Background: an optimization exercise with open tools, aiming at small area and a short achievable clock period. Do not read the settings as production practice. The RTL was checked by simulation tests, not by an equivalence proof against the original design. No activity file was given, so power comes from the tool's default toggle rates.

// memory_unit
module memory_unit(
    input CLK, RESET,  
    input [3:0] ADDR,  
    input [7:0] DATA_IN,  
    input READ, WRITE,  
    input [7:0] SEARCH_KEY,  
    output reg [7:0] DATA_OUT,  
    output reg [7:0] SEARCH_RESULT  
);
reg [7:0] dasd_memory [0:15];  
reg [7:0] cam_key [0:7];       
genvar g, b;
wire nrd, nwr, nwen;
wire [3:0] na;
g_inv u_nrd (.a(READ), .y(nrd));
g_inv u_nwr (.a(WRITE), .y(nwr));
generate
    for (g = 0; g < 4; g = g + 1) begin : ainv
        g_inv u_na (.a(ADDR[g]), .y(na[g]));
    end
endgenerate
g_or3 u_nwen (.a(RESET), .b(READ), .c(nwr), .y(nwen));
wire [3:0] pa;
g_nor2 u_pa0 (.a(ADDR[1]), .b(ADDR[0]), .y(pa[0]));
g_nor2 u_pa1 (.a(ADDR[1]), .b(na[0]), .y(pa[1]));
g_nor2 u_pa2 (.a(na[1]), .b(ADDR[0]), .y(pa[2]));
g_nor2 u_pa3 (.a(na[1]), .b(na[0]), .y(pa[3]));
wire [3:0] wq, rq;
g_nor3 u_wq0 (.a(nwen), .b(ADDR[3]), .c(ADDR[2]), .y(wq[0]));
g_nor3 u_wq1 (.a(nwen), .b(ADDR[3]), .c(na[2]), .y(wq[1]));
g_nor3 u_wq2 (.a(nwen), .b(na[3]), .c(ADDR[2]), .y(wq[2]));
g_nor3 u_wq3 (.a(nwen), .b(na[3]), .c(na[2]), .y(wq[3]));
g_nor3 u_rq0 (.a(nrd), .b(ADDR[3]), .c(ADDR[2]), .y(rq[0]));
g_nor3 u_rq1 (.a(nrd), .b(ADDR[3]), .c(na[2]), .y(rq[1]));
g_nor3 u_rq2 (.a(nrd), .b(na[3]), .c(ADDR[2]), .y(rq[2]));
g_nor3 u_rq3 (.a(nrd), .b(na[3]), .c(na[2]), .y(rq[3]));
wire [15:0] we_d, rsel;
  ...
For scale: roughly 530 cells after synthesis.
export LEC_CHECK = 0
export CAP_MARGIN = 20
export CORE_MARGIN = 2
export CORE_UTILIZATION = 40
export SETUP_SLACK_MARGIN = 2.2
export SLEW_MARGIN = 20
export SYNTH_HIERARCHICAL = 1
create_clock -name core_clock -period 4.0 [get_ports {CLK}]
standard.sh (not shown) runs the stock make flow with config.mk's settings and CLKGATE_MAP_FILE= SYNTH_SCRIPT=/design/flow/synth_recipe.tcl, a recipe that flattens the netlist after the stock synthesis.
==> flow/flow/run.sh <==
#!/bin/bash
# Own layout flow: the standard synthesis, then the standard ORFS steps with
# extra make variables (flow/make_args.txt, one NAME=VALUE per line; @FLOW@ is
# replaced by this folder's absolute path, for hook scripts).
set -uo pipefail
here=$(cd "$(dirname "$0")" && pwd)
mapfile -t args < <(grep -v '^\s*#' "$here/make_args.txt" | grep -v '^\s*$' | sed "s#@FLOW@#$here#g")
printf '%s\n' "${args[@]}" > make_args_used.log
bash standard.sh synth > synth.log 2>&1 || exit 1
bash standard.sh "${args[@]}" finish > layout.log 2>&1
==> flow/flow/make_args.txt <==
MATCH_CELL_FOOTPRINT=0
BUFFER_PORTS_ARGS=-buffer_cell sky130_fd_sc_hd__buf_2
CTS_ARGS=-sink_clustering_enable -repair_clock_nets -dont_use_dummy_load -buf_list sky130_fd_sc_hd__clkbuf_8 -sink_clustering_size 16 -sink_clustering_max_diameter 50
POST_FLOORPLAN_TCL=@FLOW@/downsize.tcl
PRE_GLOBAL_ROUTE_TCL=@FLOW@/recover_margin.tcl
RECOVER_POWER=100
RECOVER_SLACK_MARGIN=2.1
Other scripts of this flow, unchanged in this note and not shown: flow/flow/downsize.tcl, flow/flow/post_cts.tcl, flow/flow/pre_cts.tcl, flow/flow/recover_margin.tcl
Edit:
==> flow/flow/make_args.txt (replaced) <==
MATCH_CELL_FOOTPRINT=0
BUFFER_PORTS_ARGS=-buffer_cell sky130_fd_sc_hd__buf_2
CTS_ARGS=-sink_clustering_enable -repair_clock_nets -dont_use_dummy_load -buf_list sky130_fd_sc_hd__clkbuf_16 -sink_clustering_size 26 -sink_clustering_max_diameter 80
POST_FLOORPLAN_TCL=@FLOW@/downsize.tcl
Cell count is higher by 0.79%; power rises by about 2.6%; final area came out higher by 7.8%; clock-buffer cell count goes down by 10; synthesized area is unchanged; utilization is higher by 3.5 points; setup slack improved by 750 ps.

* * *

run A:
Starting RTL as in the previous note.
export LEC_CHECK = 0
export CAP_MARGIN = 20
export CORE_MARGIN = 2
export CORE_UTILIZATION = 40
export GPL_TIMING_DRIVEN = 0
export SETUP_SLACK_MARGIN = 2.2
export SLEW_MARGIN = 20
export SYNTH_HIERARCHICAL = 1
create_clock -name core_clock -period 4.0 [get_ports {CLK}]
==> flow/flow/make_args.txt <==
MATCH_CELL_FOOTPRINT=0
BUFFER_PORTS_ARGS=-buffer_cell sky130_fd_sc_hd__buf_2
CTS_ARGS=-sink_clustering_enable -repair_clock_nets -dont_use_dummy_load -buf_list sky130_fd_sc_hd__clkbuf_8 -sink_clustering_size 16 -sink_clustering_max_diameter 50
POST_FLOORPLAN_TCL=@FLOW@/downsize.tcl
==> flow/flow/recover_margin.tcl <==
# Make the power/area recovery after global routing keep the same setup slack
# margin as the timing repair: it then only downsizes cells whose paths keep at
# least RECOVER_SLACK_MARGIN ns of slack.
rename repair_timing my_repair_timing_orig
proc repair_timing {args} {
  if {[lsearch $args -recover_power] >= 0} {
    lappend args -setup_margin $::env(RECOVER_SLACK_MARGIN)
  }
  my_repair_timing_orig {*}$args
}
Scripts as last shown in full above: flow/flow/run.sh
Other scripts of this flow, unchanged in this note and not shown: flow/flow/downsize.tcl, flow/flow/post_cts.tcl, flow/flow/pre_cts.tcl
diff inputs: run A => run B
--- a/flow/config.mk
+++ b/flow/config.mk
@@ -9,4 +9,3 @@
 export CORE_MARGIN = 2
-export CORE_UTILIZATION = 40
-export GPL_TIMING_DRIVEN = 0
+export CORE_UTILIZATION = 50
 export SETUP_SLACK_MARGIN = 2.2
==> comparison <==
Both conditions hold for run B: the flow ran to the end and the final layout passed the timing, design-rule and antenna checks.
Run A → run B: wire length of the first global-routing pass rose by 4.8%, global routing met1 resource utilization rose by 9.4 points.
Run B vs run A, proportion of cell area occupied by multi-input gates went up by 1.3 points.
Run A ended up with sky130_fd_sc_hd__or2_1 as its slowest cell on the critical path; run B ended up with sky130_fd_sc_hd__dfrtp_1.
Modified inputs, run C compared to run B
==> flow/flow/make_args.txt <==
MATCH_CELL_FOOTPRINT=0
BUFFER_PORTS_ARGS=-buffer_cell sky130_fd_sc_hd__buf_2
CTS_ARGS=-sink_clustering_enable -repair_clock_nets -dont_use_dummy_load -buf_list sky130_fd_sc_hd__clkbuf_8 -sink_clustering_size 16 -sink_clustering_max_diameter 50
PRE_FLOORPLAN_TCL=@FLOW@/downsize.tcl
--- a/flow/config.mk
+++ b/flow/config.mk
@@ -9,3 +9,3 @@
 export CORE_MARGIN = 2
-export CORE_UTILIZATION = 50
+export CORE_UTILIZATION = 40
 export SETUP_SLACK_MARGIN = 2.2
removed: flow/flow/recover_margin.tcl
[summary]
Run C did not stop at any stage, and its layout met the timing, design-rule and antenna checks. Comparing run C and run B, cell area after layout is lower on run C. Transition at the pin with the smallest max-transition slack: run C vs run B up 0.010 ns. Of run C and run B, the run reporting the higher buffer count excluding the clock tree in the final layout was run B. Delta(part of the power in the clock network, run C - run B) < 0. In terms of area occupied by registers, run B and run C differ only marginally. Taking run B as the reference, in run C maximum frequency dropped 6.3 MHz; max-slew headroom at the worst pin went down; total global-route track usage saw a decrease; area of the multi-input gates went down.

==> re-timing with driven ports <==
No port has a modelled driver above. Below, the same layouts with a new extraction and two added sets of constraints. Step 1, drivers: a clkbuf_16 drives CLK and a buf_2 each remaining input, both assumed. Step 2 adds t to the input delays and takes it off the output delays; t is the mean of the earliest and latest rising clock arrival at the registers after step 1. Input paths then give back, and output paths get back, about the clock's delay inside the block. a / b / c = ideal ports / drivers / drivers and shift; a / b = the first two.
run | t (ns) | slack for setup (ns) | worst setup path at the end
the first run of note 1 | 0.550 | 1.331 / 1.338 / 0.788 | input to register
the second run of note 1 | 0.497 | 2.085 / 2.041 / 1.544 | input to register
run A | 0.521 | 2.144 / 2.113 / 1.617 | input to register
run B | 0.550 | 2.115 / 2.073 / 1.601 | input to register
run C | 0.528 | 2.093 / 2.054 / 1.574 | input to register
After both steps setup and hold are still met in every run listed. For the first run of note 1, which loses most, drivers alone change the setup slack by +0.007 ns; drivers and shift together by -0.543 ns.
